This is an optimization exercise on Yosys and OpenROAD, whose aim is small area, not a production implementation.
RTL that was checked went through simulation tests only; none was proved equivalent to the original.
No functional check of the RTL was part of run 3.
The clock port is modelled as an ideal driver; clocking choices that lean on that would not hold on a real chip.
Power and IR drop assume default switching activity.

==> flow/design.v <==
module at21_ctrl
(
   clkin,
   reset,
   write,
   shift_bytes,
   datain,
   addr,
   read,
   read_sn,
   busy,
   data_valid,
   dataout,
   sdo,
   sdo_en,
   sdi
);
   input          clkin;
   input          reset;
   input          write;
   input          shift_bytes;
   input  [7:0]   datain;
   input  [6:0]   addr;
   input          read;
   input          read_sn;
   output         busy;
   output         data_valid;
   output [7:0]   dataout;
   output         sdo;
   output         sdo_en;
   input          sdi;
   localparam C_RESET = 3'd0;
   localparam C_START = 3'd1;
   localparam C_STOP  = 3'd2;
   localparam C_DEV   = 3'd4;    
   localparam C_MEM   = 3'd5;    
   localparam C_DIN   = 3'd6;    
   localparam C_DOUT  = 3'd7;    
   localparam A_IDLE  = 2'd0;    
   localparam A_LOAD  = 2'd1;    
   localparam A_S0    = 2'd2;    
   localparam A_S1    = 2'd3;    
   reg  [4:0] div;
   wire       en = div[4] & div[1] & div[0];    
   always @(posedge clkin) begin
      if (reset | en)
         div <= 5'd0;
      else
         div <= div + 5'd1;
   end
   reg  [2:0] cls;
   reg  [2:0] aux;
   reg  [7:0] t;       
   reg        sn;      
   reg  [7:0] sb;      
   reg  [63:0] pbuf;   
   reg        busy;
   reg        data_valid;
   wire [3:0] tu = t[3:0];
   wire       c_reset = (cls == C_RESET);
   wire       c_start = (cls == C_START);
   wire       c_stop  = (cls == C_STOP);
   wire       c_bit   = cls[2];
   wire       c_dev   = (cls == C_DEV);
   wire       c_mem   = (cls == C_MEM);
   wire       c_din   = (cls == C_DIN);
   wire       c_dout  = (cls == C_DOUT);
   wire       s_wait  = ~aux[1];             
   wire       req     = c_start & (write | read | read_sn);
   reg term;
   always @* begin
      case (cls)
         C_RESET: term = &t[6:0];                         
         C_START: term = s_wait | (t[7] & t[4] & t[2] & t[0]);  
         C_STOP:  term = t[0];                            
         default: term = t[7] & (&tu);                    
      endcase
   end
   reg [2:0] cls_n;
   reg [2:0] aux_n;
   always @* begin
      cls_n = cls;
      aux_n = aux;
      case (cls)
         C_RESET: begin cls_n = C_START; aux_n = {1'b0, A_IDLE}; end
         C_START: begin
            case (aux[1:0])
               A_IDLE: ;
               A_LOAD: aux_n[1:0] = A_S0;
               A_S0:   begin cls_n = C_DEV; aux_n[1:0] = 2'b00; end
               A_S1:   begin cls_n = C_DEV; aux_n[1:0] = 2'b01; end
            endcase
         end
         C_STOP: begin cls_n = C_START; aux_n = {1'b0, A_IDLE}; end
         C_DEV: begin
            if (aux[1])
               begin cls_n = C_START; aux_n[1:0] = A_S0; end
            else if (aux[0])
               begin cls_n = C_DIN; aux_n = 3'd0; end
            else
               cls_n = C_MEM;
         end
         C_MEM: begin
            if (aux[2])
               begin cls_n = C_DOUT; aux_n = 3'd0; end
            else
               begin cls_n = C_START; aux_n[1:0] = A_S1; end
         end
         default: begin  
            if (&aux)
               cls_n = C_STOP;
            aux_n = aux + 3'd1;
         end
      endcase
   end
   always @(posedge clkin) begin
      if (reset) begin
         cls <= C_RESET;
         t <= 8'd0;
         busy <= 1'b0;
      end
      else begin
         if (en) begin
            if (term) begin
               t <= 8'd0;
               cls <= cls_n;
               aux <= aux_n;
            end
            else
               t <= t + 8'd1;
            if (c_reset && t[6:0] == 7'd108)
               busy <= sdi;
            if (c_start)
               busy <= aux[1];
         end
         if (req) begin
            aux[2] <= write;
            if (!(en && term && aux[1]))
               aux[1:0] <= A_LOAD;
            else
               aux[1:0] <= {1'b1, aux[0]};
         end
      end
   end
   always @(posedge clkin) begin
      if (req)
         sn <= ~(write | read);
   end
   wire dload = c_dout & en & (t == 8'd0);
   always @(posedge clkin) begin
      if (req)
         sb <= {1'b0, addr & {7{write | read}}};
      else if (dload)
         sb <= pbuf[63:56];
      else if (en && ((c_din && tu == 4'd2) || ((c_mem || c_dout) && tu == 4'd15)))
         sb <= {sb[6:0], sdi};
   end
   always @(posedge clkin) begin
      data_valid <= ~reset & en & c_din & (&t[6:0]);
   end
   always @(posedge clkin) begin
      if (shift_bytes | dload | c_reset)
         pbuf <= {pbuf[55:0], (dload | c_reset) ? 8'h00 : datain};
   end
   assign dataout = sb;
   assign sdo = 1'b0;
   reg pat;
   always @* begin
      case (t[6:4])
         3'd0: pat = 1'b1;
         3'd2: pat = 1'b1;
         3'd3: pat = sn;
         3'd7: pat = aux[0];
         default: pat = 1'b0;
      endcase
   end
   wire b = t[7] ? (~c_din | (&aux)) : (c_din | (c_dev ? pat : sb[7]));
   wire drv_bit = ~tu[3] & ((~tu[2] & ~tu[1]) | ~b);
   wire drv_rst = ~(t[6] & t[5]) | (t[6:1] == 6'b110100);
   assign sdo_en = ~reset & (c_bit ? drv_bit : (c_reset & drv_rst));
endmodule
==> flow/flow/run.sh <==
#!/bin/bash
# Layout flow: the standard flow, with the smallest buffer for the port
# buffers and a clock tree without dummy loads.
set -euo pipefail
export BUFFER_PORTS_ARGS="-buffer_cell sky130_fd_sc_hd__buf_1"
export CTS_ARGS="-sink_clustering_enable -repair_clock_nets -dont_use_dummy_load"
bash standard.sh synth > synth.log 2>&1
bash standard.sh > layout.log 2>&1
==> flow/standard.sh <==
#!/bin/bash
# synth_recipe.tcl (not shown) runs the flow's synth.tcl, then flattens the netlist and writes it again
# the make line also repeats each setting of config.mk as NAME=value (left out here)
make -C /OpenROAD-flow-scripts/flow DESIGN_CONFIG=/design/flow/config.mk WORK_HOME=/design/flow/orfs CLKGATE_MAP_FILE= SYNTH_SCRIPT=/design/flow/synth_recipe.tcl "${@:-finish}"
==> flow/config.mk <==
export PLATFORM = sky130hd
export DESIGN_NAME = at21_ctrl
export DESIGN_NICKNAME = at21_ctrl
export VERILOG_FILES = /design/flow/design.v
export SDC_FILE = /design/flow/constraint.sdc
export NUM_CORES = 4
export LEC_CHECK = 0
export CAP_MARGIN = 20
export CORE_MARGIN = 2
export CORE_UTILIZATION = 40
export SLEW_MARGIN = 20
==> flow/constraint.sdc <==
create_clock -name core_clock -period 10.0 [get_ports {clkin}]
set_input_delay 2.0000 -clock core_clock [delete_from_list [all_inputs] [get_ports {clkin}]]
set_output_delay 2.0000 -clock core_clock [all_outputs]
set_load 0.01 [all_outputs]
==> impl_metrics.csv, run 1 <==
group,metric,value,unit
outcome,outcome,"timing/DRC/antenna clean",
floorplanning,die_width,104,um
synth,synth_seq_cells,94,
detailed_routing,vias,2393,
sta,final_max_slew_viol_count,0,
cells_and_area,stdcell_area,4310,um^2
floorplanning,start_util,41.0,%
place,port_buffers,32,
floorplanning,fp-row-count,36,
cells_and_area,n_antenna_cell,0,
sta,relSlewSlack,48.6,%
synth,synth_area_leaders,"edfxtp_1, dfxtp_1, ha_1",
sta,setup_violations,0,
sta,post-route-period-util,45.6,%
clock_network,numClockSinks,94,
detailed_routing,avgViaCountPerCell,5.12,
floorplanning,design.portCount,34,
clock_network,cts.repair.resized,0,
min_path,min_from,"pbuf[30]",
global_route,use_met1,19.1,%
global_route,grt_most_used_layer,"met2",
synth,yosysUniqueCellTypes,52,
detailed_routing,routed_wl,7180,um
clock_network,root_buffer,"clkbuf_8",
clock_network,cts-buffers-inserted,9,
detailed_routing,ant_nets,0,
min_path,hold_path_class,"reg -> reg",
clock_network,post_cts_buffers,0,
clock_network,cts_tree,"done",
detailed_routing,drtPass1Iterations,4,
setup_path,regToRegStartpoint,"cls[0]",
detailed_routing,drc,0,
global_route,grt_max_degree,53,
job,drv_cap,0,
synth,syn-cell-area,3990,um^2
clock_network,cts-htree-levels,3,
setup_path,critPathMaxFanout,18,
sta,fmax,0.219,GHz
place,place_hpwl,4700,um
global_route,track_usage,13.9,%
setup_path,rrSetupSlack,6.22,ns
clock_network,clock_latency,0.34,ns
cells_and_area,regArea,2630,um^2
sta,rsz0062_at_grt,"false",
clock_network,hold_buffers,0,
pwr,p_leak,1.67,nW
sta,finalCriticalPeriod,4.56,ns
clock_network,clockBufferDepth,2,
pwr,power_density,145,nW/um^2
setup_path,cp-endpoint,"sdo_en",
cells_and_area,fillers,936,
sta,hold_viol,0,
detailed_routing,wl_per_cell,15.4,um
synth,syn-num-nets,340,
global_route,grt_pass1_vias,2349,
synth,yosysTopAreaCell,"edfxtp_1",
synth,ys_seq_area_share,66.1,%
synth,async_reset_ff_share,0,%
setup_path,cp.arrival,2.56,ns
setup_path,endpoint_kind,"output pin",
place,gp_congestion,0.858,
synth,yosys_warnings,1,
cells_and_area,synthToLayoutAreaGrowth,8.10,%
pwr,irDropWorstVdd,0.0652,mV
sta,setup_tns,0,ns
global_route,grtUsageMet2,21.0,%
floorplanning,die-area,10800,um^2
synth,syn_inst,308,
global_route,grt_pass1_wl,11800,um
global_route,grt.overflow.total,0,
sta,worstMarginPinSlew,0.770,ns
setup_path,crit_path_start,"reset",
detailed_routing,drtIter0Drc,124,
cells_and_area,multi_input_area,1220,um^2
cells_and_area,nets,368,
sta,fin_skew,0.0309,ns
place,postPlaceCellArea,4180,um^2
synth,synth_ff_type,"edfxtp_1",
setup_path,r2r_end,"pbuf[23]",
floorplanning,core,9730,um^2
global_route,antenna_found_initial,0,
synth,synth_edf_count,75,
synth,synth_commonest_cells,"edfxtp_1, nand2_1, dfxtp_1",
clock_network,cts.reportedPaths.clkPinSlew,0.09,ns
synth,synth_area_per_cell,12.9,um^2
cells_and_area,drive_gt1_share,6.29,%
setup_path,crit_path_start_kind,"input pin",
synth,yosysTopAreaCellShare,56.5,%
setup_path,criticalPathCategory,"in -> out",
global_route,gr-usage-met3,3.52,%
pwr,power.total,0.000625,W
floorplanning,die_h,104,um
setup_path,cp.required,8.00,ns
setup_path,ff2ff_path_depth,6,
synth,yosysMostFrequentCell,"edfxtp_1",
through the flow:
step | utilization [%] | cells | worst slack (ns) | hold slack [ns]
floorplan | - | 308 | 5.34 | 0.400
global placement | 43.0 | 458 | 5.43 | 0.401
detailed placement | 43.0 | 458 | 5.43 | 0.405
CTS | 44.3 | 467 | 5.42 | 0.409
global route | 44.3 | 467 | 5.39 | 0.411
finish | 44.3 | 467 | 5.44 | 0.402
critical path: stages:
cell and delay [ns]:
buf_1 0.07, buf_4 0.20, a21oi_1 0.13, buf_1 0.16
power breakdown:
part / leakage (nW) / internal [W] / switching, W
combinational: 0.558 / 0.00000514 / 0.00000603
clock: 0.0647 / 0.0000809 / 0.000113
sequential: 1.04 / 0.000418 / 0.00000282
sequential cells by signal, summed over array words and instances (netlist names):
signal / count
sb: 8
t: 8
pbuf: 64
sn: 1
aux: 3
data_valid: 1
div: 5
busy: 1
cls: 3
logic make-up (layout without fill, tap and decap cells):
logic type / Yosys count / in the layout / share of synthesized area, %
other: 1 / 1 / 0.0941
adders and majority gates: 10 / 10 / 3.14
xor gates and xnor gates: 7 / 7 / 1.54
DFF: 94 / 94 / 66.1
buffers and inverters: 26 / 52 / 3.48
muxes: 11 / 11 / 2.83
and+or+nand+nor: 100 / 100 / 13.0
AOI/OAI and AO/OA: 59 / 59 / 9.83
how the worst min path moves through the flow:
stage	to	slack [ns]	cells past startpoint
2_1_floorplan	pbuf[10]	0.40	0
5_1_grt	pbuf[38]	0.41	0
3_5_place_dp	pbuf[34]	0.40	0
6_report	pbuf[38]	0.40	0
4_1_cts	pbuf[38]	0.41	0
3_3_place_gp	pbuf[12]	0.40	0
metal layers:
layer  vias to the layer above  share of wire, %
li1                       1185                 -
met1                      1147                48
met2                        53                46
met3                         8               4.2
met4                         0               1.7
met5                         -                 0
cell type report:
class | count | area share (%)
tap | 133 | 3.86
inverter | 9 | 0.784
sequential | 94 | 61.1
multi-input combinational | 188 | 28.2
clock buffer | 9 | 2.88
timing repair buffer | 34 | 3.14
layout by cell type (no fill, tap or decap), types with 2 or more instances in the layout:
cell | Yosys | routed
xor2_1 | 3 | 3
a21o_1 | 2 | 2
edfxtp_1 | 75 | 75
buf_1 | 1 | 32
nand4b_1 | 2 | 2
a21oi_1 | 17 | 17
clkbuf_8 | 0 | 9
nand3_1 | 11 | 11
o21ai_0 | 16 | 16
o221a_2 | 2 | 2
nand2_1 | 24 | 24
mux2i_1 | 9 | 9
nor3_1 | 11 | 11
nand2b_1 | 6 | 5
inv_1 | 9 | 9
or2_2 | 2 | 2
a22oi_1 | 2 | 2
nor2b_1 | 6 | 6
buf_4 | 5 | 2
dfxtp_1 | 19 | 19
nand4_1 | 6 | 6
mux2_2 | 2 | 2
and3_1 | 3 | 3
nor4_1 | 3 | 3
nor2_1 | 12 | 12
and2_1 | 10 | 10
xnor2_1 | 4 | 4
ha_1 | 10 | 10
o211ai_1 | 2 | 2
o31ai_1 | 2 | 2
a31oi_1 | 3 | 3
==> inputs of run 2 (changes only) <==
==> flow/run.sh (new file) <==
#!/bin/bash
# synth_recipe.tcl (not shown) runs the flow's synth.tcl, then flattens the netlist and writes it again
# the make line also repeats each setting of config.mk as NAME=value (left out here)
make -C /OpenROAD-flow-scripts/flow DESIGN_CONFIG=/design/flow/config.mk WORK_HOME=/design/flow/orfs CLKGATE_MAP_FILE= SYNTH_SCRIPT=/design/flow/synth_recipe.tcl finish
removed: flow/flow/run.sh
removed: flow/standard.sh
==> run 2 against run 1 <==
Compared with the run above:
- via count grew 0.96%
- setup slack worse by 1.0 ns
- first-iteration DRC count rose by 36%
- still clean on timing, DRC and antenna
- register-to-register slack gained 0.06 ns
==> impl_metrics.csv, run 2 <==
group,metric,value,unit
setup_path,cp.required,8.00,ns
synth,synth_area_per_cell,12.9,um^2
synth,yosysUniqueCellTypes,52,
sta,hold_viol,0,
sta,fmax,0.179,GHz
floorplanning,die_h,104,um
detailed_routing,vias,2416,
floorplanning,core,9730,um^2
sta,rsz0062_at_grt,"false",
global_route,grt.overflow.total,0,
floorplanning,die-area,10800,um^2
detailed_routing,wl_per_cell,14.9,um
synth,yosysTopAreaCellShare,56.5,%
setup_path,crit_path_start_kind,"input pin",
clock_network,clock_latency,0.36,ns
global_route,grt_pass1_wl,11500,um
cells_and_area,n_antenna_cell,0,
setup_path,critPathSlowestCell,"clkdlybuf4s50_1",
clock_network,post_cts_buffers,0,
setup_path,cp.arrival,3.60,ns
setup_path,criticalPathCategory,"in -> out",
synth,synth_ff_type,"edfxtp_1",
global_route,track_usage,13.6,%
synth,synth_seq_cells,94,
sta,worstMarginPinSlew,0.844,ns
floorplanning,design.portCount,34,
place,place_hpwl,4580,um
pwr,power.total,0.000683,W
synth,syn-cell-area,3990,um^2
synth,async_reset_ff_share,0,%
synth,synth_area_leaders,"edfxtp_1, dfxtp_1, ha_1",
place,gp_congestion,0.857,
sta,fin_skew,0.00626,ns
detailed_routing,routed_wl,7050,um
detailed_routing,drc,0,
clock_network,numClockSinks,94,
min_path,hold_path_class,"reg -> reg",
synth,ys_seq_area_share,66.1,%
synth,syn_inst,308,
pwr,p_leak,1.78,nW
floorplanning,fp-row-count,36,
clock_network,root_buffer,"clkbuf_8",
sta,setup_violations,0,
global_route,grt_pass1_vias,2170,
global_route,grt_max_degree,54,
sta,finalCriticalPeriod,5.60,ns
pwr,power_density,149,nW/um^2
clock_network,cts.reportedPaths.clkPinSlew,0.10,ns
floorplanning,start_util,41.0,%
clock_network,cts-htree-levels,3,
clock_network,cts.repair.resized,0,
detailed_routing,drtPass1Iterations,4,
setup_path,cpMostUsedCell,"clkdlybuf4s50_1",
synth,yosysMostFrequentCell,"edfxtp_1",
sta,relSlewSlack,43.3,%
cells_and_area,layout_commonest_cell,"edfxtp_1",
clock_network,cts-buffers-inserted,9,
cells_and_area,reg_top3,"pbuf (64), sb (8), t (8)",
setup_path,endpoint_kind,"output pin",
cells_and_area,synthToLayoutAreaGrowth,14.8,%
sta,setup_tns,0,ns
clock_network,clockBufferDepth,2,
global_route,antenna_found_initial,0,
place,port_buffers,32,
synth,yosys_warnings,1,
cells_and_area,drive_gt1_share,7.94,%
clock_network,hold_buffers,0,
cells_and_area,layout_common_cells,"edfxtp_1, clkdlybuf4s50_1, nand2_1",
synth,syn-num-nets,340,
detailed_routing,avgViaCountPerCell,5.11,
setup_path,max_stage_delay,0.76,ns
cells_and_area,fillers,905,
detailed_routing,drtIter0Drc,169,
sta,post-route-period-util,56.0,%
clock_network,cts_tree,"done",
cells_and_area,largest_reg_flops,64,
sta,final_max_slew_viol_count,0,
outcome,outcome,"timing/DRC/antenna clean",
setup_path,critPathMaxFanout,18,
synth,synth_edf_count,75,
synth,synth_commonest_cells,"edfxtp_1, nand2_1, dfxtp_1",
setup_path,crit_chain,"clkdlybuf4s50_1 > a21oi_1 > clkdlybuf4s50_1",
synth,yosysTopAreaCell,"edfxtp_1",
detailed_routing,ant_nets,0,
floorplanning,die_width,104,um
cells_and_area,nets,367,
job,drv_cap,0,
pwr,irDropWorstVdd,0.0880,mV
cells_and_area,regMostFlops,"pbuf",
run 2: cell counts after synthesis:
Identical to the previous run, type by type.
run 2: per-stage QoR:
| step | setup slack, ns | instances | utilization [%] | instance area, um^2 | hold slack, ns |
|---|---|---|---|---|---|
| after detailed placement | 4.38 | 457 | 45.0 | 4380 | 0.405 |
| final | 4.40 | 473 | 47.0 | 4580 | 0.420 |
| after floorplan | 5.34 | 308 | - | 3990 | 0.400 |
| after global placement | 4.43 | 457 | 45.0 | 4380 | 0.401 |
| after global routing | 4.32 | 473 | 47.0 | 4580 | 0.428 |
| after CTS | 4.37 | 473 | 47.0 | 4580 | 0.423 |
run 2: final timing paths:
| path | start | endpoint | slack (ns) | depth (start not counted) |
|---|---|---|---|---|
| min reg2reg | pbuf[33] | pbuf[41] | 0.42 | 0 |
| max reg2reg | cls[0] | pbuf[40] | 6.28 | 6 |
| max | reset | sdo_en | 4.40 | 3 |
| min | pbuf[33] | pbuf[41] | 0.42 | 0 |
run 2: kinds of logic (layout without fill, tap and decap cells):
group                      after synthesis  in the layout  synth area share, %
DFF                                     94             94                 66.1
and+or+nand+nor                        100            100                 13.0
other                                    1              1               0.0941
buffers and inverters                   26             58                 3.48
xor gates and xnor gates                 7              7                 1.54
adders and majority gates               10             10                 3.14
muxes                                   11             11                 2.83
AOI/OAI and AO/OA                       59             59                 9.83
run 2: routing by layer:
layer / part of all wire [%] / vias up / GRT usage [%]
met5: 0 / - / 0
met4: 1.9 / 0 / 6.76
met3: 5.7 / 11 / 3.52
met2: 43 / 74 / 18.1
met1: 49 / 1131 / 20.4
li1: - / 1200 / -
run 2: critical path: cells and delay by family:
family	cells	cell delay [ns]
buf+inv	2	1.32
compound gates	1	0.27
run 2: area by class of cell:
cell class | count | area, um^2 | share of cell area (%)
Timing Repair Buffer | 33 | 328 | 7.16
Clock buffer | 9 | 124 | 2.71
Multi-Input combinational cell | 188 | 1220 | 26.6
Clock inverter | 7 | 75.1 | 1.64
Inverter | 9 | 33.8 | 0.738
Sequential cell | 94 | 2630 | 57.5
Tap cell | 133 | 166 | 3.64
run 2: report_power, final:
group | switching (W) | leakage (nW) | total, W | internal, W
sequential | 0.00000276 | 1.04 | 0.000420 | 0.000417
combinational | 0.00000558 | 0.639 | 0.0000159 | 0.0000103
clock | 0.000148 | 0.0985 | 0.000247 | 0.0000989
total | 0.000156 | 1.78 | 0.000683 | 0.000527
==> inputs of run 3 (changes only) <==
--- a/flow/design.v
+++ b/flow/design.v
@@ -41,12 +41,12 @@
    localparam A_S0    = 2'd2;    
    localparam A_S1    = 2'd3;    
    reg  [4:0] div;
-   wire       en = div[4] & div[1] & div[0];    
+   wire       en = div[4] & ~div[1] & ~div[0];
    always @(posedge clkin) begin
       if (reset | en)
          div <= 5'd0;
       else
-         div <= div + 5'd1;
+         div <= {div[3:0], ~(div[4] ^ div[1])};
    end
    reg  [2:0] cls;
    reg  [2:0] aux;
@@ -149,7 +149,7 @@
    wire dload = c_dout & en & (t == 8'd0);
    always @(posedge clkin) begin
       if (req)
-         sb <= {1'b0, addr & {7{write | read}}};
+         sb <= {1'b0, addr};
       else if (dload)
          sb <= pbuf[63:56];
       else if (en && ((c_din && tu == 4'd2) || ((c_mem || c_dout) && tu == 4'd15)))
@@ -174,7 +174,7 @@
          default: pat = 1'b0;
       endcase
    end
-   wire b = t[7] ? (~c_din | (&aux)) : (c_din | (c_dev ? pat : sb[7]));
+   wire b = t[7] ? (~c_din | (&aux)) : (c_din | (c_dev ? pat : (sb[7] & ~sn)));
    wire drv_bit = ~tu[3] & ((~tu[2] & ~tu[1]) | ~b);
    wire drv_rst = ~(t[6] & t[5]) | (t[6:1] == 6'b110100);
    assign sdo_en = ~reset & (c_bit ? drv_bit : (c_reset & drv_rst));
==> flow/flow/run.sh (new file) <==
#!/bin/bash
# Layout flow: the standard flow with three changes.
# - synthesis: the standard script, but ABC maps the logic for area
#   (flow/area.abc) and Yosys's adder cells are not used;
# - the port buffers are the smallest buffer, buf_1;
# - the clock tree is built without dummy loads.
set -euo pipefail
W=$(pwd)
export MY_ABC_SCRIPT=$W/flow/area.abc
export BUFFER_PORTS_ARGS="-buffer_cell sky130_fd_sc_hd__buf_1"
export CTS_ARGS="-sink_clustering_enable -repair_clock_nets -dont_use_dummy_load"
sed "s#$W/synth_recipe.tcl#$W/flow/synth.tcl#" standard.sh > my_standard.sh
grep -q "$W/flow/synth.tcl" my_standard.sh
bash my_standard.sh synth > synth.log 2>&1
bash my_standard.sh > layout.log 2>&1
==> flow/flow/area.abc (new file) <==
strash
dch -f
amap
topo
==> flow/flow/synth.tcl (new file) <==
proc synth {args} { yosys synth -nofsm -noshare {*}$args }
# map the combinational logic with the flow's own ABC script (MY_ABC_SCRIPT)
proc my_abc_script {name1 name2 op} {
  upvar #0 abc_args a
  set i [lsearch -exact $a -script]
  if { $i >= 0 && [info exists ::env(MY_ABC_SCRIPT)] } {
    lset a [expr {$i + 1}] $::env(MY_ABC_SCRIPT)
  }
}
trace add variable ::abc_args write my_abc_script
# no adder cells: Yosys maps arithmetic to plain gates for ABC
set ::env(ADDER_MAP_FILE) ""
source $::env(SCRIPTS_DIR)/synth.tcl
# left out here: clear keep_hierarchy, flatten, clean up, hide names made inside functions, write 1_2_yosys.v
==> flow/standard.sh (new file) <==
#!/bin/bash
# synth_recipe.tcl (not shown) runs the flow's synth.tcl, then flattens the netlist and writes it again
# the make line also repeats each setting of config.mk as NAME=value (left out here)
make -C /OpenROAD-flow-scripts/flow DESIGN_CONFIG=/design/flow/config.mk WORK_HOME=/design/flow/orfs CLKGATE_MAP_FILE= SYNTH_SCRIPT=/design/flow/synth_recipe.tcl "${@:-finish}"
removed: flow/run.sh
==> run 3 against run 2 <==
Compared with the run above:
- still clean
- area after synthesis is 11% lower
- critical path type unchanged
- first-iteration DRC count down 34%
- count of clock-buffer cells in the layout unchanged
- largest cell class unchanged
==> impl_metrics.csv, run 3 <==
group,metric,value,unit
outcome,outcome,"timing/DRC/antenna clean",
clock_network,hold_buffers,0,
synth,syn-cell-area,3560,um^2
floorplanning,die-area,9670,um^2
setup_path,cp.arrival,2.61,ns
synth,yosysUniqueCellTypes,32,
synth,yosys_warnings,1,
min_path,hold_path_class,"reg -> reg",
synth,async_reset_ff_share,0,%
floorplanning,core,8680,um^2
cells_and_area,stdcell_area,3950,um^2
cells_and_area,drive_gt1_share,3.88,%
pwr,power.switching,0.000116,W
detailed_routing,drtIter0Drc,111,
global_route,grt.overflow.total,0,
detailed_routing,vias,2214,
setup_path,critPathMaxFanout,10,
floorplanning,start_util,41.0,%
cells_and_area,n_antenna_cell,0,
setup_path,cpMostUsedCell,"buf_1",
clock_network,post_cts_buffers,0,
sta,relSlewSlack,32.9,%
clock_network,clockBufferDepth,2,
global_route,grt_pass1_vias,2126,
cells_and_area,regArea,2630,um^2
clock_network,cts_tree,"done",
floorplanning,die_width,98.3,um
synth,yosysTopAreaCell,"edfxtp_1",
synth,synth_ff_type,"edfxtp_1",
pwr,p_int,0.000501,W
sta,fmax,0.217,GHz
synth,synth_area_leaders,"edfxtp_1, dfxtp_1, nor2_1",
setup_path,endpoint_kind,"output pin",
place,gp_congestion,0.823,
global_route,track_usage,14.2,%
synth,synth_commonest_cells,"edfxtp_1, nor2_1, clkinv_1",
sta,rsz0062_at_grt,"false",
floorplanning,design.portCount,34,
cells_and_area,synthToLayoutAreaGrowth,10.9,%
cells_and_area,layout_common_cells,"edfxtp_1, nor2_1, buf_1",
setup_path,max_stage_delay,0.36,ns
setup_path,crit_family,"buffers and inverters",
pwr,combPwrFrac,1.2,%
cells_and_area,layout_commonest_cell,"edfxtp_1",
sta,fin_ws,5.39,ns
sta,worstMarginPinSlew,1.00,ns
place,port_buffers,32,
synth,ys_seq_area_share,74.0,%
place,pre_cts_ws,5.42,ns
setup_path,criticalPathCategory,"in -> out",
clock_network,cts-htree-levels,3,
synth,synth_seq_cells,94,
place,postPlaceCellArea,3820,um^2
detailed_routing,drtPass1Iterations,4,
sta,post-route-period-util,46.1,%
clock_network,cts-buffers-inserted,9,
detailed_routing,routed_wl,6510,um
floorplanning,die_h,98.3,um
setup_path,path_buf_inv,2,
sta,hold_viol,0,
clock_network,cts.reportedPaths.clkPinSlew,0.09,ns
sta,final_max_slew_viol_count,0,
clock_network,clock_latency,0.35,ns
place,place_hpwl,4490,um
global_route,grt_pass1_wl,10700,um
setup_path,crit_chain,"buf_1 > nor2_1 > buf_1",
pwr,power_density,156,nW/um^2
synth,yosysTopAreaCellShare,63.3,%
job,drv_cap,0,
pwr,p_seq_share,67.7,%
synth,syn_inst,267,
detailed_routing,avgViaCountPerCell,5.31,
global_route,antenna_found_initial,0,
setup_path,cp.required,8.00,ns
detailed_routing,ant_nets,0,
synth,synth_area_per_cell,13.3,um^2
pwr,clkPwrFrac,31.1,%
sta,fin_skew,0.0287,ns
clock_network,root_buffer,"clkbuf_8",
pwr,irDropWorstVdd,0.0677,mV
cells_and_area,largest_reg_flops,64,
synth,syn-num-nets,289,
cells_and_area,nets,333,
detailed_routing,wl_per_cell,15.6,um
global_route,grt_max_degree,65,
sta,setup_violations,0,
synth,yosysMostFrequentCell,"edfxtp_1",
detailed_routing,drc,0,
cells_and_area,regMostFlops,"pbuf",
clock_network,numClockSinks,94,
setup_path,critPathSlowestCell,"buf_1",
cells_and_area,reg_top3,"pbuf (64), sb (8), t (8)",
cells_and_area,multi_input_area,815,um^2
floorplanning,fp-row-count,34,
pwr,p_leak,1.43,nW
clock_network,cts.repair.resized,0,
synth,synth_edf_count,75,
cells_and_area,fillers,807,
setup_path,crit_path_start_kind,"input pin",
pwr,switching_share,18.7,%
sta,finalCriticalPeriod,4.61,ns
sta,setup_tns,0,ns
## run 3: path summary, 6_finish.rpt
path / startpoint / end / slack, ns / depth (start not counted)
max: reset / sdo_en / 5.39 / 3
min: pbuf[46] / pbuf[54] / 0.40 / 0
max reg2reg: div[1] / sb[6] / 6.88 / 9
min reg2reg: pbuf[46] / pbuf[54] / 0.40 / 0
## run 3: cell families after synthesis
kind of cell,synth area share (%)
flip-flops,74.0
AND/OR/NAND/NOR,12.1
AO/OA/AOI/OAI,10.7
buffers and inverters,3.16
other,0.105
## run 3: worst register-to-register path: stages, from the launching register on
cell and delay, ns:
dfxtp_1 0.30, clkinv_1 0.07, nand2_1 0.05, nor2_1 0.32, clkinv_1 0.35, nor4_1 0.25
buf_4 0.23, clkinv_1 0.44, o221ai_1 0.30, or2_0 0.46
## run 3: area by class of cell
cell class / instances / share of cell area [%]
well taps: 108 / 3.42
flip-flops and latches: 94 / 66.7
inverters: 28 / 2.66
multi-input cells: 144 / 20.6
repair buffers: 34 / 3.42
clock buffers: 9 / 3.14
## run 3: per-stage QoR
stage / std cells / power, W / hold WS, ns / util, %
floorplan: 267 / 0.000429 / 0.400 / -
global placement: 408 / 0.000433 / 0.401 / 44.0
detailed placement: 408 / 0.000434 / 0.405 / 44.0
CTS: 417 / 0.000624 / 0.395 / 45.5
global route: 417 / 0.000641 / 0.398 / 45.5
finish: 417 / 0.000616 / 0.398 / 45.5
## run 3: power by group through the flow
stage / combinational (W) / sequential [W] / clock [W]
after floorplan: 0.00000314 / 0.000426 / 0
after global placement: 0.00000755 / 0.000426 / 0
after detailed placement: 0.00000765 / 0.000426 / 0
after CTS: 0.00000772 / 0.000417 / 0.000199
after global routing: 0.00000854 / 0.000417 / 0.000215
final: 0.00000760 / 0.000417 / 0.000192
## run 3: metal layers
metal  global-route usage, %  routed length (um)
met1                    20.0                3130
met2                    21.0                3010
met3                    3.51                 307
met4                    5.80                  69
met5                       0                   0
==> inputs of run 4 (changes only) <==
--- a/flow/design.v
+++ b/flow/design.v
@@ -55,7 +55,6 @@
    reg  [7:0] sb;      
    reg  [63:0] pbuf;   
    reg        busy;
-   reg        data_valid;
    wire [3:0] tu = t[3:0];
    wire       c_reset = (cls == C_RESET);
    wire       c_start = (cls == C_START);
@@ -82,7 +81,7 @@
       cls_n = cls;
       aux_n = aux;
       case (cls)
-         C_RESET: begin cls_n = C_START; aux_n = {1'b0, A_IDLE}; end
+         C_RESET: cls_n = C_START;   
          C_START: begin
             case (aux[1:0])
                A_IDLE: ;
@@ -91,7 +90,7 @@
                A_S1:   begin cls_n = C_DEV; aux_n[1:0] = 2'b01; end
             endcase
          end
-         C_STOP: begin cls_n = C_START; aux_n = {1'b0, A_IDLE}; end
+         C_STOP: cls_n = C_START;    
          C_DEV: begin
             if (aux[1])
                begin cls_n = C_START; aux_n[1:0] = A_S0; end
@@ -114,20 +113,23 @@
       endcase
    end
    always @(posedge clkin) begin
+      if (reset | (en & term))
+         t <= 8'd0;
+      else
+         t <= t + {7'd0, en};
+   end
+   always @(posedge clkin) begin
       if (reset) begin
          cls <= C_RESET;
-         t <= 8'd0;
+         aux <= 3'd0;
          busy <= 1'b0;
       end
       else begin
          if (en) begin
             if (term) begin
-               t <= 8'd0;
                cls <= cls_n;
                aux <= aux_n;
             end
-            else
-               t <= t + 8'd1;
             if (c_reset && t[6:0] == 7'd108)
                busy <= sdi;
             if (c_start)
@@ -155,9 +157,7 @@
       else if (en && ((c_din && tu == 4'd2) || ((c_mem || c_dout) && tu == 4'd15)))
          sb <= {sb[6:0], sdi};
    end
-   always @(posedge clkin) begin
-      data_valid <= ~reset & en & c_din & (&t[6:0]);
-   end
+   assign data_valid = c_din & t[7] & ~(|tu) & ~(|div[2:0]);
    always @(posedge clkin) begin
       if (shift_bytes | dload | c_reset)
          pbuf <= {pbuf[55:0], (dload | c_reset) ? 8'h00 : datain};
==> flow/flow/run.sh (replaced) <==
#!/bin/bash
# Layout flow: the standard flow with three changes.
# - synthesis: the standard script, but ABC maps the logic for area with
#   several scripts (flow/area*.abc) and the smallest result is kept, and
#   Yosys's adder cells are not used (flow/synth.tcl);
# - the port buffers are the smallest buffer, buf_1;
# - the clock tree is built without dummy loads.
# Each make step's full log is in orfs/logs/; make's output is in synth.log
# and layout.log.
set -euo pipefail
W=$(pwd)
export MY_ABC_SCRIPTS="$(ls $W/flow/area*.abc | tr '\n' ' ')"
export BUFFER_PORTS_ARGS="-buffer_cell sky130_fd_sc_hd__buf_1"
export CTS_ARGS="-sink_clustering_enable -repair_clock_nets -dont_use_dummy_load"
sed "s#$W/synth_recipe.tcl#$W/flow/synth.tcl#" standard.sh > my_standard.sh
grep -q "$W/flow/synth.tcl" my_standard.sh
bash my_standard.sh synth > synth.log 2>&1
bash my_standard.sh > layout.log 2>&1
==> flow/flow/area1.abc (new file) <==
strash
&get -n
&deepsyn -J 200 -S 1
&put
dch -f
amap
topo
==> flow/flow/area2.abc (new file) <==
strash
&get -n
&deepsyn -J 200 -S 2
&put
dch -f
amap
topo
==> flow/flow/area3.abc (new file) <==
strash
&get -n
&deepsyn -J 200 -S 3
&put
dch -f
amap
topo
==> flow/flow/area4.abc (new file) <==
strash
&get -n
&deepsyn -J 200 -S 4
&put
dch -f
amap
topo
==> flow/flow/area5.abc (new file) <==
strash
&get -n
&deepsyn -J 200 -S 5
&put
dch -f
amap
topo
==> flow/flow/area6.abc (new file) <==
strash
&get -n
&deepsyn -J 200 -S 6
&put
dch -f
amap
topo
==> flow/flow/synth.tcl (replaced) <==
# synth_recipe.tcl with one change: ABC maps the combinational logic with
# each of the flow's area scripts (MY_ABC_SCRIPTS) in turn and the smallest
# result is kept. Registers are mapped before ABC, so they are unchanged.
proc synth {args} { yosys synth -nofsm -noshare {*}$args }
proc my_area {} {
  set s [tee -q -s result.string stat {*}$::lib_args]
  if { [regexp {Chip area for module[^:]*:\s*([0-9.]+)} $s -> a] } { return $a }
  return 1e18
}
proc my_abc {args} {
  set i [lsearch -exact $args -script]
  design -save my_pre_abc
  set best 1e18
  foreach scr $::env(MY_ABC_SCRIPTS) {
    design -load my_pre_abc
    yosys abc {*}[lreplace $args [expr {$i + 1}] [expr {$i + 1}] $scr]
    set a [my_area]
    puts "MY_ABC $scr area $a"
    if { $a < $best } {
      set best $a
      design -save my_best_abc
    }
  }
  design -load my_best_abc
  puts "MY_ABC best area $best"
}
# the preamble sets abc_args after importing Yosys's commands: replace abc then
proc my_hook {name1 name2 op} {
  if { [info commands abc] ne "" && [info commands my_orig_abc] eq "" } {
    rename abc my_orig_abc
    proc abc {args} { my_abc {*}$args }
  }
}
trace add variable ::abc_args write my_hook
# no adder cells: Yosys maps arithmetic to plain gates for ABC
set ::env(ADDER_MAP_FILE) ""
source $::env(SCRIPTS_DIR)/synth.tcl
# left out here: clear keep_hierarchy, flatten, clean up, hide names made inside functions, write 1_2_yosys.v
removed: flow/flow/area.abc
==> run 4 against run 3 <==
Compared with the run above:
- still clean on timing, DRC and antenna
- combinational power rose by 23%
- area after synthesis decreased by 4.3%
- final cell count decreased by 3.6%
- final area fell by 3.8%
- critical endpoint unchanged
- largest power group unchanged
==> impl_metrics.csv, run 4 <==
group,metric,value,unit
synth,yosysTopAreaCellShare,63.5,%
global_route,grt_max_degree,65,
pwr,power_density,161,nW/um^2
synth,synth_area_leaders,"edfxtp_1, dfxtp_1, nor2_1",
global_route,grt.overflow.total,0,
synth,synth_top_family_by_area,"simple AND/OR/NAND/NOR gates",
cells_and_area,drive_gt1_share,4.38,%
synth,async_reset_ff_share,0,%
global_route,antenna_found_initial,0,
synth,yosys_warnings,1,
cells_and_area,fillers,736,
synth,synth_commonest_cells,"edfxtp_1, nor2_1, clkinv_1",
cells_and_area,stdcell_area,3800,um^2
cells_and_area,layout_common_cells,"edfxtp_1, nor2_1, clkinv_1, buf_1, dfxtp_1",
clock_network,numClockSinks,93,
synth,synth_edf_count,72,
cells_and_area,synthToLayoutAreaGrowth,11.5,%
sta,rsz0062_at_grt,"false",
setup_path,cp.arrival,2.57,ns
setup_path,criticalPathCategory,"in -> out",
sta,fmax,0.219,GHz
synth,synthAdderAreaFrac,0,%
synth,synth_compound_gate_area_share,9.11,%
clock_network,post_cts_buffers,0,
cells_and_area,reg_top3,"pbuf (64), sb (8), t (8)",
sta,finalCriticalPeriod,4.57,ns
place,place_hpwl,3680,um
floorplanning,die_width,96.3,um
synth,syn_inst,254,
pwr,p_seq_share,67.5,%
sta,fin_skew,0.0191,ns
pwr,switching_share,18.7,%
place,pre_cts_ws,5.42,ns
cells_and_area,n_antenna_cell,0,
global_route,grt_pass1_vias,1804,
setup_path,cp.required,8.00,ns
floorplanning,design.portCount,34,
sta,setup_tns,0,ns
synth,syn-num-nets,276,
synth,yosysTopAreaCell,"edfxtp_1",
floorplanning,die-area,9270,um^2
detailed_routing,vias,2030,
cells_and_area,largest_reg_flops,64,
sta,worstMarginPinSlew,0.748,ns
clock_network,clock_latency,0.34,ns
cells_and_area,fin_util,46.2,%
min_path,hold_path_class,"reg -> reg",
detailed_routing,avgViaCountPerCell,5.05,
synth,synth-simple-area-share,11.2,%
pwr,irDropWorstVdd,0.0780,mV
setup_path,crit_path_start_kind,"input pin",
sta,post-route-period-util,45.7,%
pwr,power.switching,0.000114,W
pwr,clkPwrFrac,30.9,%
synth,synthMuxAreaShare,0,%
detailed_routing,wl_per_cell,13.7,um
cells_and_area,nets,321,
setup_path,endpoint_kind,"output pin",
outcome,outcome,"timing/DRC/antenna clean",
pwr,p_leak,1.38,nW
place,postPlaceCellArea,3670,um^2
detailed_routing,routed_wl,5510,um
place,gp_congestion,0.900,
synth,yosysMostFrequentCell,"edfxtp_1",
clock_network,hold_buffers,0,
setup_path,critPathMaxFanout,10,
global_route,track_usage,12.7,%
floorplanning,core,8220,um^2
clock_network,root_buffer,"clkbuf_8",
synth,synth_seq_cells,93,
place,port_buffers,32,
sta,fin_ws,5.43,ns
clock_network,cts.repair.resized,0,
cells_and_area,layout_commonest_cell,"edfxtp_1",
clock_network,cts-buffers-inserted,9,
clock_network,cts_tree,"done",
floorplanning,fp-row-count,33,
synth,synth_area_per_cell,13.4,um^2
sta,hold_viol,0,
job,drv_cap,0,
synth,ys_seq_area_share,75.8,%
synth,synthXorXnorAreaFrac,0,%
global_route,grt_pass1_wl,8560,um
cells_and_area,regMostFlops,"pbuf",
synth,syn-cell-area,3410,um^2
synth,synth_ff_type,"edfxtp_1",
sta,setup_violations,0,
pwr,p_int,0.000496,W
sta,final_max_slew_viol_count,0,
detailed_routing,drtPass1Iterations,5,
floorplanning,start_util,41.5,%
detailed_routing,ant_nets,0,
pwr,combPwrFrac,1.5,%
detailed_routing,drc,0,
synth,yosysUniqueCellTypes,30,
clock_network,clockBufferDepth,2,
detailed_routing,drtIter0Drc,176,
clock_network,cts.reportedPaths.clkPinSlew,0.09,ns
floorplanning,die_h,96.3,um
clock_network,cts-htree-levels,3,
sta,relSlewSlack,50.1,%
## run 4: changes by cell type after synthesis, moves of 3 or more
cell       delta
a2111oi_0     -4
clkinv_1      +4
nand2_1       +3
a211oi_1      +5
nor2b_1       +8
o22a_1       -13
nor3_1        -8
a222oi_1      +7
and3_1        -8
edfxtp_1      -3
## run 4: worst paths after layout
path | cells past startpoint | endpoint | from | slack, ns
worst min register to register | 0 | pbuf[24] | pbuf[16] | 0.41
worst min-delay path | 0 | pbuf[24] | pbuf[16] | 0.41
worst max-delay path | 3 | sdo_en | reset | 5.43
worst max register to register | 7 | pbuf[0] | cls[0] | 6.93
## run 4: critical path, stage by stage
cell,delay [ns]
buf_1,0.33
nor2_1,0.09
buf_1,0.14
## run 4: cell families after synthesis
| logic type | after synthesis |
|---|---|
| DFF | 93 |
| buffers and inverters | 33 |
| other | 1 |
| and+or+nand+nor | 84 |
| AOI/OAI and AO/OA | 43 |
## run 4: stage by stage
step / hold WS, ns / power, W / std cells
2_1_floorplan: 0.400 / 0.000426 / 254
3_3_place_gp: 0.400 / 0.000430 / 393
3_5_place_dp: 0.405 / 0.000430 / 393
4_1_cts: 0.409 / 0.000618 / 402
5_1_grt: 0.407 / 0.000633 / 402
6_report: 0.412 / 0.000610 / 402
## run 4: cell type report
cell class,instances,area (um^2),share of cell area (%)
Tap cell,105,131,3.46
Multi-Input combinational cell,128,697,18.4
Timing Repair Buffer,35,143,3.76
Clock buffer,9,124,3.26
Sequential cell,93,2580,68.0
Inverter,32,120,3.16
## run 4: power groups by stage
| stage | clock network [W] | logic, W | registers (W) |
|---|---|---|---|
| 2_1_floorplan | 0 | 0.00000448 | 0.000421 |
| 3_3_place_gp | 0 | 0.00000930 | 0.000421 |
| 3_5_place_dp | 0 | 0.00000937 | 0.000421 |
| 4_1_cts | 0.000196 | 0.00000946 | 0.000412 |
| 5_1_grt | 0.000210 | 0.0000107 | 0.000412 |
| 6_report | 0.000189 | 0.00000936 | 0.000412 |
## run 4: routing by layer
metal	up-vias	part of all wire [%]	track usage, %
met1	953	50	17.7
met3	6	5.0	3.29
met5	-	0	0
li1	1020	-	-
met2	51	44	18.1
met4	0	1.3	6.69
==> inputs of run 5 (changes only) <==
==> flow/flow/run.sh (replaced) <==
#!/bin/bash
# Layout flow: the standard flow with three changes.
# - synthesis: the standard script, but ABC maps the logic for area with
#   several scripts (flow/area*.abc) and the smallest result is kept, and
#   Yosys's adder cells are not used (flow/synth.tcl);
# - the port buffers are the smallest buffer, buf_1;
# - the clock tree is built from clkbuf_4 without dummy loads, and
#   flow/cts_post.tcl upsizes the clock buffers whose load slew is high.
# Each make step's full log is in orfs/logs/; make's output is in synth.log
# and layout.log.
set -euo pipefail
W=$(pwd)
export MY_ABC_SCRIPTS="$(ls $W/flow/area*.abc | tr '\n' ' ')"
export BUFFER_PORTS_ARGS="-buffer_cell sky130_fd_sc_hd__buf_1"
export CTS_ARGS="-sink_clustering_enable -repair_clock_nets -dont_use_dummy_load -buf_list sky130_fd_sc_hd__clkbuf_4"
export POST_CTS_TCL=$W/flow/cts_post.tcl
sed "s#$W/synth_recipe.tcl#$W/flow/synth.tcl#" standard.sh > my_standard.sh
grep -q "$W/flow/synth.tcl" my_standard.sh
bash my_standard.sh synth > synth.log 2>&1
bash my_standard.sh > layout.log 2>&1
==> flow/flow/area10.abc (new file) <==
strash
&get -n
&deepsyn -J 200 -S 10
&put
dch -f
amap
topo
==> flow/flow/area7.abc (new file) <==
strash
&get -n
&deepsyn -J 200 -S 7
&put
dch -f
amap
topo
==> flow/flow/area8.abc (new file) <==
strash
&get -n
&deepsyn -J 200 -S 8
&put
dch -f
amap
topo
==> flow/flow/area9.abc (new file) <==
strash
&get -n
&deepsyn -J 200 -S 9
&put
dch -f
amap
topo
==> flow/flow/cts_post.tcl (new file) <==
set my_target 0.110
for {set it 0} {$it < 4} {incr it} {
  estimate_parasitics -placement
  set changed 0
  foreach inst [get_cells *] {
    set m [get_property $inst ref_name]
    if { $m ne "sky130_fd_sc_hd__clkbuf_4" } { continue }
    set out [get_pins -of_objects $inst -filter "direction == output"]
    set mx 0
    foreach p [get_pins -of_objects [get_nets -of_objects $out] -filter "direction == input"] {
      set s [get_property $p slew_max]
      if { $s > $mx } { set mx $s }
    }
    if { $mx > $my_target } {
      puts "cts_post: [get_property $inst full_name] load slew $mx: clkbuf_8"
      replace_cell $inst sky130_fd_sc_hd__clkbuf_8
      incr changed
    }
  }
  if { $changed == 0 } { break }
}
detailed_placement
check_placement -verbose
estimate_parasitics -placement
--- a/flow/flow/synth.tcl
+++ b/flow/flow/synth.tcl
@@ -13,7 +13,10 @@
   set best 1e18
   foreach scr $::env(MY_ABC_SCRIPTS) {
     design -load my_pre_abc
-    yosys abc {*}[lreplace $args [expr {$i + 1}] [expr {$i + 1}] $scr]
+    if { [catch { yosys abc {*}[lreplace $args [expr {$i + 1}] [expr {$i + 1}] $scr] } err] } {
+      puts "MY_ABC $scr failed: $err"
+      continue
+    }
     set a [my_area]
     puts "MY_ABC $scr area $a"
     if { $a < $best } {
==> run 5 against run 4 <==
Compared with the run above:
- still clean on timing, DRC and antenna
- clock power decreased by 7%
- via count increased by 0.34%
- die area unchanged
- largest cell class unchanged
==> impl_metrics.csv, run 5 <==
group,metric,value,unit
setup_path,endpoint_kind,"output pin",
synth,async_reset_ff_share,0,%
place,gp_congestion,0.900,
pwr,p_leak,1.37,nW
cells_and_area,nets,321,
synth,ys_seq_area_share,75.8,%
setup_path,critPathMaxFanout,10,
setup_path,crit_path_start,"reset",
floorplanning,die_h,96.3,um
detailed_routing,ant_nets,0,
synth,syn-num-nets,276,
synth,synth_commonest_cells,"edfxtp_1, nor2_1, clkinv_1",
pwr,power.total,0.000597,W
global_route,grt_pass1_wl,8570,um
min_path,hold_end,"pbuf[32]",
synth,yosys_warnings,1,
synth,yosysTopAreaCell,"edfxtp_1",
setup_path,cp.required,8.00,ns
cells_and_area,synthToLayoutAreaGrowth,10.9,%
sta,relSlewSlack,50.1,%
detailed_routing,drc,0,
cells_and_area,fin_util,46.0,%
detailed_routing,avgViaCountPerCell,5.07,
floorplanning,design.portCount,34,
global_route,grt_pass1_vias,1838,
min_path,min_from,"pbuf[24]",
setup_path,regToRegStartpoint,"cls[0]",
place,port_buffers,32,
synth,synth_edf_count,72,
synth,synth_area_per_cell,13.4,um^2
synth,yosysTopAreaCellShare,63.5,%
global_route,antenna_found_initial,0,
sta,rsz0062_at_grt,"false",
cells_and_area,n_antenna_cell,0,
sta,setup_tns,0,ns
sta,fin_skew,0.0195,ns
sta,setup_violations,0,
global_route,grt.overflow.total,0,
setup_path,crit_path_start_kind,"input pin",
job,drv_cap,0,
clock_network,clock_latency,0.35,ns
setup_path,criticalPathCategory,"in -> out",
synth,syn_inst,254,
floorplanning,fp-row-count,33,
sta,post-route-period-util,45.7,%
sta,worstMarginPinSlew,0.748,ns
floorplanning,core,8220,um^2
clock_network,cts_tree,"done",
cells_and_area,largest_reg_flops,64,
sta,hold_viol,0,
floorplanning,die_width,96.3,um
synth,syn-cell-area,3410,um^2
synth,synth_area_leaders,"edfxtp_1, dfxtp_1, nor2_1",
detailed_routing,drtIter0Drc,137,
floorplanning,die-area,9270,um^2
outcome,outcome,"timing/DRC/antenna clean",
cells_and_area,layout_common_cells,"edfxtp_1, nor2_1, clkinv_1, buf_1, dfxtp_1",
sta,final_max_slew_viol_count,0,
pwr,power_density,158,nW/um^2
cells_and_area,regMostFlops,"pbuf",
synth,yosysUniqueCellTypes,30,
min_path,hold_path_class,"reg -> reg",
global_route,track_usage,12.8,%
detailed_routing,routed_wl,5530,um
sta,fmax,0.219,GHz
sta,finalCriticalPeriod,4.57,ns
floorplanning,start_util,41.5,%
cells_and_area,drive_gt1_share,4.38,%
pwr,irDropWorstVdd,0.0782,mV
min_path,hold_depth,0,
synth,yosysMostFrequentCell,"edfxtp_1",
setup_path,cp.arrival,2.57,ns
place,place_hpwl,3680,um
global_route,grt_max_degree,65,
detailed_routing,vias,2037,
setup_path,r2r_end,"pbuf[22]",
setup_path,rrSetupSlack,6.94,ns
setup_path,ff2ff_path_depth,7,
clock_network,cts.reportedPaths.clkPinSlew,0.09,ns
detailed_routing,wl_per_cell,13.8,um
synth,synth_ff_type,"edfxtp_1",
cells_and_area,layout_commonest_cell,"edfxtp_1",
detailed_routing,drtPass1Iterations,4,
clock_network,numClockSinks,93,
cells_and_area,reg_top3,"pbuf (64), sb (8), t (8)",
synth,synth_seq_cells,93,
run 5: worst max-delay path by stage:
stage / to / slack [ns] / depth (start not counted)
floorplan: pbuf[0] / 5.26 / 1
global route: sdo_en / 5.33 / 3
global placement: sdo_en / 5.44 / 3
detailed placement: sdo_en / 5.42 / 3
finish: sdo_en / 5.43 / 3
run 5: layout make-up:
class / instances / area [um^2]
inverters: 32 / 120
fillers: 732 / 4440
well taps: 105 / 131
flip-flops and latches: 93 / 2580
repair buffers: 35 / 143
multi-input cells: 128 / 697
clock buffers: 9 / 105
run 5: logic make-up (layout without fill, tap and decap cells):
logic type	Yosys count	after routing	synth area share (%)
flops	93	93	75.8
simple gates	84	84	11.2
compound gates	43	43	9.11
buf+inv	33	76	3.75
other cells	1	1	0.110
run 5: critical path: stages:
cell and delay, ns:
buf_1 0.33, nor2_1 0.09, buf_1 0.14
run 5: metrics by stage:
step | area, um^2 | setup slack, ns | std cells | hold slack [ns]
after global placement | 3670 | 5.44 | 393 | 0.400
after global routing | 3780 | 5.33 | 402 | 0.429
after detailed placement | 3670 | 5.42 | 393 | 0.405
after floorplan | 3410 | 5.26 | 254 | 0.400
final | 3780 | 5.43 | 402 | 0.413
run 5: per-layer routing:
layer,vias up,wire length [um],global-route usage (%)
met1,950,2770,17.7
met5,-,0,0
met4,0,93,7.75
met2,56,2340,17.9
met3,7,329,3.45
li1,1024,-,-
run 5: where the power goes:
group | switching (W) | internal, W
Sequential | 0.000000675 | 0.000411
Combinational | 0.00000528 | 0.00000413
Clock | 0.000107 | 0.0000682
==> inputs of run 6 (changes only) <==
==> flow/flow/cts_post.tcl (replaced) <==
set my_target 0.120
for {set it 0} {$it < 12} {incr it} {
  estimate_parasitics -placement
  set worst ""
  set wslew $my_target
  foreach inst [get_cells *] {
    set m [get_property $inst ref_name]
    if { $m ne "sky130_fd_sc_hd__clkbuf_4" } { continue }
    set out [get_pins -of_objects $inst -filter "direction == output"]
    foreach p [get_pins -of_objects [get_nets -of_objects $out] -filter "direction == input"] {
      set s [get_property $p slew_max]
      if { $s > $wslew } {
        set wslew $s
        set worst $inst
      }
    }
  }
  if { $worst eq "" } { break }
  puts "cts_post: [get_property $worst full_name] load slew $wslew: clkbuf_8"
  replace_cell $worst sky130_fd_sc_hd__clkbuf_8
}
detailed_placement
check_placement -verbose
estimate_parasitics -placement
==> run 6 against run 5 <==
Compared with the run above:
- area after synthesis unchanged
- combinational power is 0.4% lower
- die area did not move
- global-route usage decreased by 0.10 points
- worst hold slack worse by 0.0078 ns
- clock power down 3%
- sequential power about the same
==> impl_metrics.csv, run 6 <==
group,metric,value,unit
sta,finalCriticalPeriod,4.57,ns
synth,syn-cell-area,3410,um^2
clock_network,numClockSinks,93,
synth,ys_seq_area_share,75.8,%
synth,synth_area_leaders,"edfxtp_1, dfxtp_1, nor2_1",
synth,yosys_warnings,1,
synth,syn-num-nets,276,
global_route,grt_pass1_vias,1807,
sta,fin_skew,0.0352,ns
setup_path,critPathMaxFanout,10,
setup_path,regToRegStartpoint,"cls[0]",
setup_path,max_stage_delay,0.33,ns
pwr,irDropWorstVdd,0.0782,mV
synth,yosysUniqueCellTypes,30,
synth,synth_ff_type,"edfxtp_1",
sta,post-route-period-util,45.7,%
setup_path,cpMostUsedCell,"buf_1",
detailed_routing,drc,0,
setup_path,cp_num_cells,3,
synth,synth_seq_cells,93,
pwr,p_leak,1.37,nW
min_path,hold_path_class,"reg -> reg",
cells_and_area,synthToLayoutAreaGrowth,10.7,%
setup_path,endpoint_kind,"output pin",
global_route,track_usage,12.7,%
setup_path,cp-endpoint,"sdo_en",
global_route,grt.overflow.total,0,
floorplanning,design.portCount,34,
clock_network,clock_latency,0.36,ns
sta,setup_violations,0,
setup_path,r2r_end,"pbuf[22]",
place,place_hpwl,3680,um
detailed_routing,avgViaCountPerCell,5.04,
synth,synth_area_per_cell,13.4,um^2
synth,synth_edf_count,72,
floorplanning,fp-row-count,33,
setup_path,critPathSlowestCell,"buf_1",
place,postPlaceCellArea,3670,um^2
place,port_buffers,32,
setup_path,crit_path_start_kind,"input pin",
detailed_routing,drtIter0Drc,136,
floorplanning,die_width,96.3,um
cells_and_area,layout_commonest_cell,"edfxtp_1",
synth,synth_commonest_cells,"edfxtp_1, nor2_1, clkinv_1",
detailed_routing,drtPass1Iterations,4,
setup_path,crit_chain,"buf_1 > nor2_1 > buf_1",
job,drv_cap,0,
synth,yosysTopAreaCell,"edfxtp_1",
setup_path,cp.required,8.00,ns
setup_path,criticalPathCategory,"in -> out",
cells_and_area,layout_common_cells,"edfxtp_1, nor2_1, clkinv_1, buf_1, dfxtp_1",
floorplanning,start_util,41.5,%
setup_path,ff2ff_path_depth,7,
floorplanning,die_h,96.3,um
global_route,grt_max_degree,65,
floorplanning,die-area,9270,um^2
global_route,grt_pass1_wl,8510,um
sta,worstMarginPinSlew,0.750,ns
sta,setup_tns,0,ns
clock_network,cts.reportedPaths.clkPinSlew,0.12,ns
detailed_routing,routed_wl,5500,um
cells_and_area,drive_gt1_share,4.38,%
cells_and_area,nets,321,
sta,final_max_slew_viol_count,0,
sta,hold_viol,0,
global_route,antenna_found_initial,0,
setup_path,crit_family,"buffers and inverters",
sta,relSlewSlack,50.0,%
place,gp_congestion,0.900,
sta,rsz0062_at_grt,"false",
setup_path,cp.arrival,2.57,ns
pwr,power_density,157,nW/um^2
synth,yosysTopAreaCellShare,63.5,%
cells_and_area,n_antenna_cell,0,
cells_and_area,fillers,732,
cells_and_area,regMostFlops,"pbuf",
cells_and_area,reg_top3,"pbuf (64), sb (8), t (8)",
outcome,outcome,"timing/DRC/antenna clean",
place,pre_cts_ws,5.42,ns
sta,fmax,0.219,GHz
pwr,power.total,0.000592,W
synth,syn_inst,254,
setup_path,rrSetupSlack,6.89,ns
cells_and_area,largest_reg_flops,64,
clock_network,cts_tree,"done",
min_path,hold_depth,2,
synth,yosysMostFrequentCell,"edfxtp_1",
detailed_routing,ant_nets,0,
detailed_routing,vias,2026,
cells_and_area,stdcell_area,3770,um^2
sta,fin_ws,5.43,ns
floorplanning,core,8220,um^2
setup_path,path_buf_inv,2,
synth,async_reset_ff_share,0,%
setup_path,crit_path_start,"reset",
detailed_routing,wl_per_cell,13.7,um
run 6: cell count changes in the layout (fill, tap and decap cells not counted):
cell	delta
clkbuf_4	+1
clkbuf_8	-1
run 6: area by class of cell:
| class | count | area, um^2 | area share (%) |
|---|---|---|---|
| inverters | 32 | 120 | 3.18 |
| clock buffers | 9 | 98.8 | 2.62 |
| flip-flops and latches | 93 | 2580 | 68.5 |
| multi-input cells | 128 | 697 | 18.5 |
| well taps | 105 | 131 | 3.48 |
| repair buffers | 35 | 143 | 3.78 |
run 6: worst min path at each step:
stage	end	slack (ns)	from
global placement	pbuf[53]	0.40	pbuf[45]
detailed placement	pbuf[15]	0.40	pbuf[7]
floorplan	pbuf[10]	0.40	pbuf[2]
global route	div[1]	0.43	div[0]
finish	div[1]	0.41	div[0]
run 6: cells by family after synthesis:
| logic type | Yosys count | synth area share [%] |
|---|---|---|
| AOI/OAI and AO/OA | 43 | 9.11 |
| other | 1 | 0.110 |
| DFF | 93 | 75.8 |
| buffers and inverters | 33 | 3.75 |
| and+or+nand+nor | 84 | 11.2 |
run 6: power breakdown:
group / leakage, nW / internal, W / switching, W / total, W
Clock: 0.0544 / 0.0000640 / 0.000106 / 0.000170
Sequential: 1.03 / 0.000411 / 0.000000667 / 0.000412
Combinational: 0.281 / 0.00000414 / 0.00000523 / 0.00000937
Total: 1.37 / 0.000480 / 0.000112 / 0.000592
run 6: metrics by stage:
| stage | hold WS (ns) | utilization, % | cells |
|---|---|---|---|
| floorplan | 0.400 | - | 254 |
| detailed placement | 0.405 | 44.7 | 393 |
| finish | 0.406 | 45.9 | 402 |
| global placement | 0.400 | 44.7 | 393 |
| global route | 0.429 | 45.9 | 402 |
run 6: worst register-to-register path: cells and delay by family (launching register included):
family / cells / cell delay (ns)
and+or+nand+nor: 5 / 1.26
buffers and inverters: 2 / 0.90
DFF: 1 / 0.52
run 6: metal layers:
metal	share of wire, %	vias to the layer above	track usage, %
met2	42	43	17.9
met5	0	-	0
met4	1.7	0	7.39
li1	-	1020	-
met1	52	956	17.6
met3	4.2	7	3.29
==> inputs of run 7 (changes only) <==
--- a/flow/flow/cts_post.tcl
+++ b/flow/flow/cts_post.tcl
@@ -1,4 +1,4 @@
-set my_target 0.120
+set my_target 0.112
 for {set it 0} {$it < 12} {incr it} {
   estimate_parasitics -placement
   set worst ""
==> run 7 against run 6 <==
Compared with the run above:
- die area stayed put
- sequential share of layout area down 0.11 points
- utilization up 0.076 points
- power up 0.92%
- critical path depth is the same
- highest routed layer unchanged
==> impl_metrics.csv, run 7 <==
group,metric,value,unit
synth,syn_inst,254,
floorplanning,die-area,9270,um^2
sta,finalCriticalPeriod,4.57,ns
setup_path,critPathMaxFanout,10,
setup_path,cpMostUsedCell,"buf_1",
sta,final_max_slew_viol_count,0,
setup_path,cp.arrival,2.57,ns
setup_path,path_buf_inv,2,
detailed_routing,avgViaCountPerCell,5.07,
detailed_routing,vias,2037,
synth,synth_area_per_cell,13.4,um^2
synth,yosysMostFrequentCell,"edfxtp_1",
sta,fin_ws,5.43,ns
cells_and_area,regMostFlops,"pbuf",
global_route,grt.overflow.total,0,
place,pre_cts_ws,5.42,ns
cells_and_area,largest_reg_flops,64,
floorplanning,core,8220,um^2
detailed_routing,wl_per_cell,13.8,um
synth,yosysUniqueCellTypes,30,
pwr,irDropWorstVdd,0.0782,mV
synth,synth_commonest_cells,"edfxtp_1, nor2_1, clkinv_1",
clock_network,numClockSinks,93,
job,drv_cap,0,
clock_network,clock_latency,0.35,ns
cells_and_area,nets,321,
min_path,min_from,"pbuf[24]",
global_route,grt_pass1_vias,1838,
synth,syn-num-nets,276,
synth,synth_area_leaders,"edfxtp_1, dfxtp_1, nor2_1",
synth,yosysTopAreaCellShare,63.5,%
global_route,grt_pass1_wl,8570,um
pwr,p_leak,1.37,nW
setup_path,crit_path_start_kind,"input pin",
setup_path,crit_chain,"buf_1 > nor2_1 > buf_1",
setup_path,regToRegStartpoint,"cls[0]",
setup_path,endpoint_kind,"output pin",
sta,post-route-period-util,45.7,%
cells_and_area,layout_commonest_cell,"edfxtp_1",
setup_path,max_stage_delay,0.33,ns
setup_path,crit_family,"buffers and inverters",
detailed_routing,drtIter0Drc,137,
sta,setup_violations,0,
sta,fmax,0.219,GHz
floorplanning,die_h,96.3,um
detailed_routing,drtPass1Iterations,4,
setup_path,criticalPathCategory,"in -> out",
synth,synth_ff_type,"edfxtp_1",
sta,worstMarginPinSlew,0.748,ns
place,gp_congestion,0.900,
clock_network,cts_tree,"done",
sta,timing.hold.ws,0.413,ns
synth,ys_seq_area_share,75.8,%
detailed_routing,ant_nets,0,
synth,yosysTopAreaCell,"edfxtp_1",
floorplanning,design.portCount,34,
place,place_hpwl,3680,um
min_path,hold_path_class,"reg -> reg",
floorplanning,fp-row-count,33,
cells_and_area,drive_gt1_share,4.38,%
global_route,antenna_found_initial,0,
cells_and_area,reg_top3,"pbuf (64), sb (8), t (8)",
setup_path,cp.required,8.00,ns
place,port_buffers,32,
setup_path,crit_path_start,"reset",
global_route,track_usage,12.8,%
sta,fin_skew,0.0195,ns
synth,synth_edf_count,72,
global_route,grt_max_degree,65,
sta,relSlewSlack,50.1,%
pwr,power_density,158,nW/um^2
cells_and_area,n_antenna_cell,0,
floorplanning,start_util,41.5,%
synth,synth_seq_cells,93,
sta,setup_tns,0,ns
detailed_routing,routed_wl,5530,um
setup_path,critPathSlowestCell,"buf_1",
sta,hold_viol,0,
sta,rsz0062_at_grt,"false",
synth,syn-cell-area,3410,um^2
synth,async_reset_ff_share,0,%
cells_and_area,layout_common_cells,"edfxtp_1, nor2_1, clkinv_1, buf_1, dfxtp_1",
detailed_routing,drc,0,
synth,yosys_warnings,1,
floorplanning,die_width,96.3,um
outcome,outcome,"timing/DRC/antenna clean",
cells_and_area,synthToLayoutAreaGrowth,10.9,%
clock_network,cts.reportedPaths.clkPinSlew,0.09,ns
run 7: area by class of cell:
cell class | count | area, um^2
timing repair buffer | 35 | 143
sequential | 93 | 2580
tap | 105 | 131
clock buffer | 9 | 105
multi-input combinational | 128 | 697
inverter | 32 | 120
fill | 732 | 4440
run 7: per-layer routing:
metal / wire length, um / global-route usage [%] / up-vias
met4: 93 / 7.75 / 0
met3: 329 / 3.45 / 7
met1: 2770 / 17.7 / 950
met2: 2340 / 17.9 / 56
met5: 0 / 0 / -
li1: - / - / 1024
run 7: cell families after synthesis:
family,Yosys count,synth area share [%]
flip-flops,93,75.8
AND/OR/NAND/NOR,84,11.2
AO/OA/AOI/OAI,43,9.11
buffers and inverters,33,3.75
other,1,0.110
run 7: metrics by stage:
step | cells | instance area (um^2) | power [W] | util, %
final | 402 | 3780 | 0.000597 | 46.0
after detailed placement | 393 | 3670 | 0.000430 | 44.7
after global placement | 393 | 3670 | 0.000430 | 44.7
after global routing | 402 | 3780 | 0.000620 | 46.0
after floorplan | 254 | 3410 | 0.000426 | -
run 7: worst register-to-register path, cell delays in order, from the launching register on:
cell	delay, ns
dfxtp_1	0.50
clkinv_1	0.31
nor2_1	0.25
nand3_1	0.13
or3_1	0.41
nand2_1	0.30
or2_2	0.17
buf_4	0.59
run 7: final timing paths:
check / end / slack [ns] / cells past startpoint
max reg2reg: pbuf[22] / 6.94 / 7
min reg2reg: pbuf[32] / 0.41 / 0
max: sdo_en / 5.43 / 3
min: pbuf[32] / 0.41 / 0
run 7: where the power goes:
part / internal [W] / total (W) / switching (W) / leakage, nW
Sequential: 0.000411 / 0.000412 / 0.000000675 / 1.03
Combinational: 0.00000413 / 0.00000941 / 0.00000528 / 0.281
Clock: 0.0000682 / 0.000176 / 0.000107 / 0.0569
Total: 0.000484 / 0.000597 / 0.000113 / 1.37

==> re-timing with driven ports <==
Ports are ideal in the flow. The routed layouts listed here were re-timed in OpenROAD.
Step 1 sets driving cells, clkbuf_16 on the clock port and buf_2 on the other inputs (assumed; they add their load-dependent delay and slew).
Step 2 times the ports against the registers' clock, not the clock port: input delays grow and output delays shrink by t, the midpoint of the rising clock arrivals with the driver on.
Slacks: ideal / step 1 / step 2; pairs: ideal / step 1.
run | t, ns | setup WS [ns] | hold slack, ns | latest minus earliest clock arrival (ns) | worst data-port slew with drivers (ns)
run 1 | 0.357 | 5.437 / 5.417 / 5.417 | 0.402 / 0.402 / 0.402 | 0.031 / 0.031 | 0.03
run 2 | 0.393 | 4.404 / 4.384 / 4.384 | 0.420 / 0.420 / 0.420 | 0.008 / 0.007 | 0.03
run 3 | 0.367 | 5.387 / 5.365 / 5.365 | 0.398 / 0.398 / 0.398 | 0.028 / 0.029 | 0.03
run 4 | 0.365 | 5.432 / 5.408 / 5.408 | 0.412 / 0.412 / 0.412 | 0.019 / 0.020 | 0.03
run 5 | 0.368 | 5.432 / 5.409 / 5.409 | 0.413 / 0.413 / 0.413 | 0.020 / 0.020 | 0.03
run 6 | 0.373 | 5.429 / 5.406 / 5.406 | 0.406 / 0.406 / 0.406 | 0.035 / 0.036 | 0.03
run 7 | 0.368 | 5.432 / 5.409 / 5.409 | 0.413 / 0.413 / 0.413 | 0.020 / 0.020 | 0.03
After both steps setup and hold are still met in every run listed. The setup slack of run 4, which loses most, moves by -0.024 ns with the drivers and by -0.024 ns with both steps.
